Background: an optimization exercise with open tools, aiming at small area, a short achievable clock period and few clock cycles. Do not read the settings as production practice. Function was not checked in any run shown here: the RTL went through the layout flow alone.

==> flow/design.v, too long to show whole: its modules and the start of the top module <==
// module FA: 10 lines
// module INV: 3 lines
// module NAND2: 3 lines
// module NOR2: 3 lines
// module XOR2: 3 lines
// module XNOR2: 3 lines
// module A21OI: 3 lines
// module O21AI: 3 lines
// module OR2: 3 lines
// module HISEL: 10 lines
// module Bitblade: 1797 lines
// module Cfu: 58 lines
module Cfu (
  input               cmd_valid,
  output              cmd_ready,
  input      [9:0]    cmd_payload_function_id,
  input      [31:0]   cmd_payload_inputs_0,
  input      [31:0]   cmd_payload_inputs_1,
  output              rsp_valid,
  input               rsp_ready,
  output     [31:0]   rsp_payload_outputs_0,
  input               reset,
  input               clk
);
  // ...
==> flow/flow/run.sh <==
#!/bin/bash
# Standard layout, with the port buffers made from sky130_fd_sc_hd__buf_2 cells instead of
# the delay cells the flow picks by default.  make's output goes to
# standard.log; each tool's own log is under orfs/logs/.
set -euo pipefail
export BUFFER_PORTS_ARGS="-buffer_cell sky130_fd_sc_hd__buf_2"
bash standard.sh > standard.log 2>&1
==> flow/standard.sh <==
#!/bin/bash
# synth_recipe.tcl (not shown) runs the flow's synth.tcl, then flattens the netlist and writes it again
# the make line also repeats each setting of config.mk as NAME=value (left out here)
make -C /OpenROAD-flow-scripts/flow DESIGN_CONFIG=/design/flow/config.mk WORK_HOME=/design/flow/orfs CLKGATE_MAP_FILE= SYNTH_SCRIPT=/design/flow/synth_recipe.tcl "${@:-finish}"
==> flow/config.mk <==
export PLATFORM = sky130hd
export DESIGN_NAME = Cfu
export DESIGN_NICKNAME = Cfu
export VERILOG_FILES = /design/flow/design.v
export SDC_FILE = /design/flow/constraint.sdc
export NUM_CORES = 4
export LEC_CHECK = 0
export CAP_MARGIN = 20
export CORE_MARGIN = 2
export CORE_UTILIZATION = 40
export CTS_BUF_LIST = sky130_fd_sc_hd__clkbuf_4 sky130_fd_sc_hd__clkbuf_8
export CTS_CLUSTER_DIAMETER = 300
export CTS_CLUSTER_SIZE = 50
export SETUP_SLACK_MARGIN = 1.5
export SLEW_MARGIN = 20
export SYNTH_HIERARCHICAL = 1
export SYNTH_MINIMUM_KEEP_SIZE = 0
==> flow/constraint.sdc <==
create_clock -name core_clock -period 13.5 [get_ports {clk}]
set_input_delay 2.7000 -clock core_clock [delete_from_list [all_inputs] [get_ports {clk}]]
set_output_delay 2.7000 -clock core_clock [all_outputs]
set_load 0.01 [all_outputs]
==> impl_metrics.ini, run 1 <==
[layout]
reg_top3 = acc x32, ups x11
multi_input_area_share = 0.801
post-route-util = 0.431
syn_to_final_growth_pct = 6.49
bufAreaShareNonClock = 0.0529
final_area_mm2 = 0.0104

[synthesis]
synth_area_leaders = fa_1 (53%), dfxtp_1 (9.4%), nand3_1 (6.6%)
yosysTopAreaCell = fa_1
seq_area_frac_synth = 0.0941

[detailed_routing]
drcViolationCount = 0
wl_met3_um = 2240
drtAntennaViolNets = 0

[worst_setup_path]
crit_buf_inv = 2
startpoint = cmd_payload_inputs_1[29]
cpPeakStageDelay_ns = 0.57

[global_routing]
grt_usage = 0.219
met1_usage = 0.299

[status]
status = finished clean

[clock_network]
cts_hold_buf = 0
htreeDepth = 2
cts.clk_slew.worst_paths_ns = 0.08

[floorplanning]
initial_utilization = 0.405
row_count = 57
die-height_um = 160

[timing]
fmax_mhz = 86.0
slew_headroom = 0.273

[worst_hold_path]
worstHoldPathType = reg2reg
hold_path_end = acc[31]

[placement]
dp_slack_ns = 1.56
==> inputs of run 2 (changes only) <==
--- a/flow/design.v
+++ b/flow/design.v
@@ -1830,17 +1830,19 @@
 XNOR2 u1015 (.a(k928), .b(k995), .y(k1015));
 wire k1016;
 XNOR2 u1016 (.a(k931), .b(k996), .y(k1016));
 wire ck1017;
 assign ck1017 = k997;
 wire [18:0] lo = {k1016, k1015, k1014, k1013, k1012, k1011, k1010, k1009, k1008, k1007, k1006, k1005, k1004, k1003, k1002, k1001, k1000, k999, S998};
 wire [12:0] inc = acc[31:19] + 1'b1;
 wire [31:0] sum = {ck1017 ? inc : acc[31:19], lo};
-wire [31:0] rspv = {(op3 & ck1017) ? inc : acc[31:19] & {13{keep | op3}}, lo & {19{op3}} | acc[18:0] & {19{keep}}};
+wire [12:0] hi1, hi0;
+HISEL #(.W(13)) uhi (.a(acc[31:19]), .op3(op3), .keep(keep), .h1(hi1), .h0(hi0));
+wire [31:0] rspv = {ck1017 ? hi1 : hi0, lo & {19{op3}} | acc[18:0] & {19{keep}}};
 assign psum = sum[10:0];
 assign rsp = rspv;
 endmodule
 module Cfu (
   input               cmd_valid,
   output              cmd_ready,
   input      [9:0]    cmd_payload_function_id,
   input      [31:0]   cmd_payload_inputs_0,
==> flow/config.mk (replaced) <==
export PLATFORM = sky130hd
export DESIGN_NAME = Cfu
export DESIGN_NICKNAME = Cfu
export VERILOG_FILES = /design/flow/design.v
export SDC_FILE = /design/flow/constraint.sdc
export NUM_CORES = 4
export LEC_CHECK = 0
export CAP_MARGIN = 20
export CORE_MARGIN = 2
export CORE_UTILIZATION = 40
export SETUP_SLACK_MARGIN = 1.5
export SLEW_MARGIN = 20
export SYNTH_HIERARCHICAL = 1
export SYNTH_MINIMUM_KEEP_SIZE = 0
==> run 2 against run 1 <==
Net effect: largest cell class unchanged; cell count is 2.6% higher; global-route usage is 0.30 points lower; final area is 3.2% higher; area after synthesis is 3.1% higher; core utilization hardly changed; still clean; sequential share of layout area is 0.27 points lower; first-iteration DRC count is 8.4% lower.
==> impl_metrics.ini, run 2 <==
[status]
status = finished clean

[synthesis]
avgSynthCellArea_um2 = 9.87
synth.top_cell.area_share = 0.512
synth.distinct_cells = 47
synth_edf_count = 0
ys_ff_latch = 46
yosysTopAreaCell = fa_1
synthArstFlopShare = 0
synth.most_common_cell = fa_1
seq_area_frac_synth = 0.0913
yosysWarnings = 7
netlist_area_mm2 = 0.0101
synthFlopType = dfxtp_1
netlist_top_cells_count = fa_1 (258), nand2_1 (165), nand3_1 (126)
synth_area_leaders = fa_1 (51%), dfxtp_1 (9.1%), nand3_1 (6.2%)
synthCells = 1022
syn_nets = 1359

[worst_setup_path]
path_cells = buf_2 > nand3_1 > fa_1 > fa_1 > fa_1 > fa_1 > fa_1 > fa_1 > fa_1 > fa_1 > fa_1 > nor2_1 > a21oi_2 > o21ai_1 > a21oi_2 > o21ai_1 > buf_4 > mux2_2 > buf_2
startpoint_type = primary input
crit_buf_inv = 3
worstRegToRegCells = 19
critical_path.endpoint_type = output port
crit_top_cell = fa_1
cpPeakStageDelay_ns = 0.50
cp.arrival_ns = 8.67
cp_max_fo = 13
worst-path-stages = 19
regToRegSetupSlack_ns = 6.24
path_delay_family = adder cells
cp_data_required_time_ns = 10.80
crit_type = in2out
cp_slowest_cell = fa_1

[placement]
port_buffers = 105
dp_slack_ns = 2.12
dpl.hpwl_um = 22700
place.gp.congestion = 0.926

[floorplanning]
io_pins = 112
die-height_um = 163
die_w_um = 163
coreArea_mm2 = 0.0250
initial_utilization = 0.404
die_area_mm2 = 0.0265
row_count = 58

[timing]
rsz0062_at_grt = false
fin_tns_setup_ns = 0
finalMaxSlewViolations = 0
skew_ns = 0.00375
finalHoldViolations = 0
fmax_mhz = 88.0
finalCriticalPeriod_ns = 11.37
fin_crit_sh = 0.842
setup_violations = 0
slew_headroom = 0.327
fin_ws_ns = 2.13
worstMarginPinSlew_ns = 1.01

[clock_network]
clkLatencyLatePin_ns = 0.29
clk_path_buf_depth = 2
cts_hold_buf = 0
cts.clk_slew.worst_paths_ns = 0.07
cts_num_sinks = 46
postCtsSetupBuffers = 0
root_buffer = clkbuf_16
cts_resized = 0
htreeDepth = 2
cts_buffers = 5
cts_tree = yes

[global_routing]
grt-ovfl-total = 0
grt_usage = 0.216
grt_pass1_vias = 7989
antenna_found_initial = 0
grt_pass1_wl_um = 43700
grt_start_max_net_pins = 107

[detailed_routing]
drt_iter0_markers = 478
drt_pass1_iterations = 5
vias = 7425
wirelength_um = 26500
routedWlPerCell_um = 19.4
drcViolationCount = 0
vias_per_cell = 5.44
drtAntennaViolNets = 0

[layout]
final_common_cell = fa_1
fin_nets = 1370
registers.top_by_ff_count = acc
drive_above_1_share = 0.171
diodes = 0
final_cell_mix = fa_1 (258), nand2_1 (165), nand3_1 (126)
reg_top3 = acc x32, ups x11
num-fill-cells = 2449
largest_reg_flops = 32
syn_to_final_growth_pct = 6.60

[run]
maxCapViolCount = 0

[worst_hold_path]
whs_path_depth = 2
worstHoldPathType = reg2reg
## run 2: changes by cell type after synthesis, sizes merged, moves of 4 or more
cell	change
and2	+9
clkbuf	-10
mux2i	-5
buf	+13
a21oi	+4
nand3	-4
inv	+5
nand2	-8
nand4	+4
mux2	+16
nor2	+4
## run 2: layout make-up
type,instances,area (µm²),area share
Clock buffer,5,125,0.0116
Clock inverter,3,45.0,0.00419
Inverter,33,124,0.0115
Multi-Input combinational cell,837,8570,0.796
Sequential cell,46,921,0.0856
Tap cell,330,413,0.0384
Timing Repair Buffer,110,563,0.0523
## run 2: per-layer routing
metal	global-route usage	part of all wire	up-vias
met5	0	0	-
met4	0.0487	0.023	0
met3	0.0349	0.076	32
met2	0.357	0.48	291
met1	0.301	0.42	3825
li1	-	-	3277
## run 2: per-stage QoR
step	instance area, µm²	hold WS (ns)	instances	utilization
global route	10800	0.491	1364	0.431
floorplan	10100	0.444	1022	-
CTS	10800	0.474	1364	0.431
detailed placement	10600	0.458	1356	0.424
finish	10800	0.468	1364	0.431
global placement	10600	0.456	1356	0.424
## run 2: worst register-to-register path, delay by kind of cell, from the launching register on
family | cells | cell delay [ns]
adders and majority gates | 8 | 4.04
AOI/OAI and AO/OA | 5 | 1.00
buffers and inverters | 2 | 0.93
and+or+nand+nor | 3 | 0.61
DFF | 1 | 0.47
xor gates and xnor gates | 1 | 0.09
## run 2: path summary, 6_finish.rpt
check | start | end
worst min-delay path | ups[1] | ups[1]
worst max-delay path | cmd_payload_inputs_1[4] | rsp_payload_outputs_0[21]
worst max register to register | mode | acc[15]
worst min register to register | ups[1] | ups[1]
## run 2: modules after synthesis (local to each module, per instance), a selection
module,cells,area (µm²),times used
NOR2,1,3.75,22
NAND2,1,3.75,31
FA,1,20.0,258
Bitblade,438,2190,1
INV,1,3.75,15
Cfu,111,1390,1
OR2,1,6.26,8
O21AI,1,5.00,13
XOR2,1,8.76,25
A21OI,1,8.76,20
XNOR2,1,8.76,18
## run 2: cells by family (layout without fill, tap and decap cells)
logic type	Yosys count	after routing	synth area share
AND/OR/NAND/NOR	428	428	0.209
AO/OA/AOI/OAI	76	76	0.0562
multiplexers	31	31	0.0327
flip-flops	46	46	0.0913
adder cells (fa/ha/maj)	259	259	0.513
buffers and inverters	139	151	0.0608
XOR/XNOR	43	43	0.0373

afterwards: timing with drivers on the ports:
In the flow no input, the clock included, has a driving cell. The finished layouts below were timed again as built, in two steps.
Step 1 (the two cells are an assumption about what drives the block):
set clk [get_ports {clk}]
set_driving_cell -lib_cell sky130_fd_sc_hd__clkbuf_16 $clk
set_driving_cell -lib_cell sky130_fd_sc_hd__buf_2 [delete_from_list [all_inputs] $clk]
Step 2 also shifts input and output timing later by t, the mid clock arrival at the registers, as if the neighbouring blocks saw the same clock.
Three values: ideal ports, drivers, drivers and shift; two values: the first two.
run	shift t [ns]	setup slack, ns	worst setup path at the end	cell pins on the clock port's net
run 1	0.331	1.868 / 1.844 / 1.844	input to output	1
run 2	0.326	2.134 / 2.111 / 2.111	input to output	1
After both steps every run listed still meets setup and hold. For run 1, which loses most, drivers alone change the setup slack by -0.024 ns; drivers and shift together by -0.024 ns.
